Source: an optimization exercise on an open RTL-to-GDS flow (aim: small area, a short achievable clock period and few clock cycles). Production flows keep margins and buffers that such runs may drop. Only simulation tests tie the RTL to the original design; equivalence was not proved.

==> exp/nickel: inputs <==
==> flow/design.v (excerpt) <==
module booth_mul64(op_done, result, clk, reset_n, multiplier, multiplicand, op_start, op_clear);
clock: 10.0 ns
lec_check: 0
cap_margin: 20
core_margin: 2
core_utilization: 40
slew_margin: 20
standard.sh (not shown) runs the stock make flow with config.mk's settings and CLKGATE_MAP_FILE= SYNTH_SCRIPT=/design/flow/synth_recipe.tcl, a recipe that flattens the netlist after the stock synthesis.
==> flow/flow/run.sh <==
#!/bin/bash
# Standard ORFS layout (the standard.sh) with two changes:
#  - ports are buffered with buf_1 instead of the flow's default choice;
#  - repair_timing aims for a setup slack margin of 7 ns.
set -euo pipefail
export BUFFER_PORTS_ARGS="-buffer_cell sky130_fd_sc_hd__buf_1"
export SETUP_SLACK_MARGIN=7
bash standard.sh > standard_make.log 2>&1
==> inputs of exp/fjord, as changes to exp/nickel <==
==> flow/run.sh (new file) <==
#!/bin/bash
# synth_recipe.tcl (not shown) runs the flow's synth.tcl, then flattens the netlist and writes it again
# the make line also repeats each setting of config.mk as NAME=value (left out here)
make -C /OpenROAD-flow-scripts/flow DESIGN_CONFIG=/design/flow/config.mk WORK_HOME=/design/flow/orfs CLKGATE_MAP_FILE= SYNTH_SCRIPT=/design/flow/synth_recipe.tcl finish
Settings changed: SETUP_SLACK_MARGIN set to 5.
removed: flow/flow/run.sh
removed: flow/standard.sh
==> inputs of exp/cedar, as changes to exp/nickel <==
--- a/flow/design.v
+++ b/flow/design.v
@@ -5,12 +5,13 @@
   output [127:0] result;
   reg busy, done;
   reg [3:0] cnt;
   reg [63:0] M;           
   reg [63:0] acc;         
   reg [65:0] Q;           
+  reg qm1;                
   assign op_done = done;
   assign result = {acc[61:0], Q};
   always @(posedge clk or negedge reset_n)
     if (!reset_n) begin
       busy <= 1'b0;
       done <= 1'b0;
@@ -23,27 +24,25 @@
       busy <= 1'b0;
       done <= 1'b1;
     end
   always @(posedge clk)
     if (busy) cnt <= cnt + 1'b1;
     else cnt <= 4'd0;
-  reg [2:0] one, two, ng;
-  wire [6:0] bq = busy ? Q[11:5] : {multiplier[5:0], 1'b0};
-  always @(posedge clk) begin
-    one[0] <= bq[1] ^ bq[0];
-    two[0] <= (bq[2] & ~bq[1] & ~bq[0]) | (~bq[2] & bq[1] & bq[0]);
-    ng[0] <= bq[2];
-    one[1] <= bq[3] ^ bq[2];
-    two[1] <= (bq[4] & ~bq[3] & ~bq[2]) | (~bq[4] & bq[3] & bq[2]);
-    ng[1] <= bq[4];
-    one[2] <= bq[5] ^ bq[4];
-    two[2] <= (bq[6] & ~bq[5] & ~bq[4]) | (~bq[6] & bq[5] & bq[4]);
-    ng[2] <= bq[6];
-  end
+  wire [6:0] bq = {Q[5:0], qm1};
+  wire [2:0] one, two, ng;
   wire [64:0] ma = {M[63], M};
   wire [65:0] ma2 = {M[63], M, 1'b0};
+  assign one[0] = bq[1] ^ bq[0];
+  assign two[0] = (bq[2] & ~bq[1] & ~bq[0]) | (~bq[2] & bq[1] & bq[0]);
+  assign ng[0] = bq[2];
+  assign one[1] = bq[3] ^ bq[2];
+  assign two[1] = (bq[4] & ~bq[3] & ~bq[2]) | (~bq[4] & bq[3] & bq[2]);
+  assign ng[1] = bq[4];
+  assign one[2] = bq[5] ^ bq[4];
+  assign two[2] = (bq[6] & ~bq[5] & ~bq[4]) | (~bq[6] & bq[5] & bq[4]);
+  assign ng[2] = bq[6];
   wire [64:0] p0 = (({65{one[0]}} & ma) | ({65{two[0]}} & ma2[64:0])) ^ {65{ng[0]}};
   wire [64:0] p1 = (({65{one[1]}} & ma) | ({65{two[1]}} & ma2[64:0])) ^ {65{ng[1]}};
   wire [64:0] p2 = (({65{one[2]}} & ma) | ({65{two[2]}} & ma2[64:0])) ^ {65{ng[2]}};
   wire t1, t2, t3, t4, t5, t6, t7, t8, t9, t10, t11, t12, t13, t14, t15, t16, t17, t18, t19, t20, t21, t22, t23, t24, t25, t26, t27, t28, t29, t30, t31, t32, t33, t34, t35, t36, t37, t38, t39, t40, t41, t42, t43, t44, t45, t46, t47, t48, t49, t50, t51, t52, t53, t54, t55, t56, t57, t58, t59, t60, t61, t62, t63, t64, t65, t66, t67, t68, t69, t70, t71, t72, t73, t74, t75, t76, t77, t78, t79, t80, t81, t82, t83, t84, t85, t86, t87, t88, t89, t90, t91, t92, t93, t94, t95, t96, t97, t98, t99, t100, t101, t102, t103, t104, t105, t106, t107, t108, t109, t110, t111, t112, t113, t114, t115, t116, t117, t118, t119, t120, t121, t122, t123, t124, t125, t126, t127, t128, t129, t130, t131, t132, t133, t134, t135, t136, t137, t138, t139, t140, t141, t142, t143, t144, t145, t146, t147, t148, t149, t150, t151, t152, t153, t154, t155, t156, t157, t158, t159, t160, t161, t162, t163, t164, t165, t166, t167, t168, t169, t170, t171, t172, t173, t174, t175, t176, t177, t178, t179, t180, t181, t182, t183, t184, t185, t186, t187, t188, t189, t190, t191, t192, t193, t194, t195, t196, t197, t198, t199, t200, t201, t202, t203, t204, t205, t206, t207, t208, t209, t210, t211, t212, t213, t214, t215, t216, t217, t218, t219, t220, t221, t222, t223, t224, t225, t226, t227, t228, t229, t230, t231, t232, t233, t234, t235, t236, t237, t238, t239, t240, t241, t242, t243, t244, t245, t246, t247, t248, t249, t250, t251, t252, t253, t254, t255, t256, t257, t258, t259, t260, t261, t262, t263, t264, t265, t266, t267, t268;
   assign t1 = acc[2] ^ p0[2] ^ p1[0];
   assign t2 = (acc[2] & p0[2]) | (p1[0] & (acc[2] ^ p0[2]));
@@ -318,12 +317,14 @@
   wire [69:0] x = r0 + r1 + ng[0];
   always @(posedge clk) begin
     M <= multiplicand;
     if (busy) begin
       acc <= x[69:6];
       Q <= {x[5:0], Q[65:6]};
+      qm1 <= Q[5];
     end else if (!done) begin
       acc <= 64'd0;
       Q <= {{2{multiplier[63]}}, multiplier};
+      qm1 <= 1'b0;
     end
   end
 endmodule
==> flow/run.sh (new file) <==
#!/bin/bash
# synth_recipe.tcl (not shown) runs the flow's synth.tcl, then flattens the netlist and writes it again
# the make line also repeats each setting of config.mk as NAME=value (left out here)
make -C /OpenROAD-flow-scripts/flow DESIGN_CONFIG=/design/flow/config.mk WORK_HOME=/design/flow/orfs CLKGATE_MAP_FILE= SYNTH_SCRIPT=/design/flow/synth_recipe.tcl finish
removed: flow/flow/run.sh
removed: flow/standard.sh
==> notes <==
First-iteration DRC count, lowest first: exp/nickel, exp/fjord, exp/cedar.
In synthesized area, exp/nickel and exp/fjord do not differ.
Of exp/cedar and exp/fjord, exp/fjord has the higher non-clock buffer count (gap 42).
Of exp/fjord and exp/cedar, exp/cedar has the higher design area (gap about 7%, measured against exp/cedar).
==> figures <==
quantity                                                        exp/cedar               exp/nickel                exp/fjord
Run status                                        complete, no violations  complete, no violations  complete, no violations
NumNets Final                                                        2932                     2476                     2377
# rows                                                                 84                       78                       78
Met2 Wirelength                                                  33400 µm                 29800 µm                 27400 µm
Required arrival time at the worst endpoint                      10.44 ns                 10.31 ns                 10.42 ns
Post-CTS setup buffer count                                             0                      110                       24
Post-route cell area                                           0.0246 mm²               0.0235 mm²               0.0230 mm²
Number of nets in the synthesized netlist                            2950                     2193                     2193
Final hold slack                                                 0.474 ns                 0.469 ns                 0.469 ns
Post-layout minimum cycle time                                    7.21 ns                  4.92 ns                  5.00 ns
Slew at the pin closest to its max-slew limit                     1.12 ns                  1.04 ns                 0.842 ns
Area of combinational cells with multiple inputs               0.0141 mm²               0.0125 mm²               0.0116 mm²
Width of the die                                                   236 µm                   217 µm                   217 µm
Testbench counts of exp/nickel, summed over its fixed seeds: cycles 5,368.
Testbench counts of exp/fjord, summed over its fixed seeds: cycles 5,368.
Testbench counts of exp/cedar, summed over its fixed seeds: cycles 5,368.

## port drivers added, routing unchanged
In the flow no input, the clock included, has a driving cell. The finished layouts below were timed again as built, in two steps.
Step 1 sets driving cells, clkbuf_16 on the clock port and buf_2 on the other inputs (assumed; they add their load-dependent delay and slew).
Step 2 moves the port delays by t, midway between the first and last clock arrival at a register: inputs arrive t later, outputs are due t later. That takes back most of the time a late clock gives input paths.
Three values: ideal ports, drivers, drivers and shift; two values: the first two.
| run | t, ns | setup slack, ns | worst setup path after step 2 |
|---|---|---|---|
| exp/nickel | 0.649 | 5.078 / 5.078 / 5.078 | register to register |
| exp/fjord | 0.620 | 4.999 / 4.999 / 4.999 | register to register |
| exp/cedar | 0.639 | 2.785 / 2.785 / 2.785 | register to register |
After both steps setup and hold are still met in every run listed.
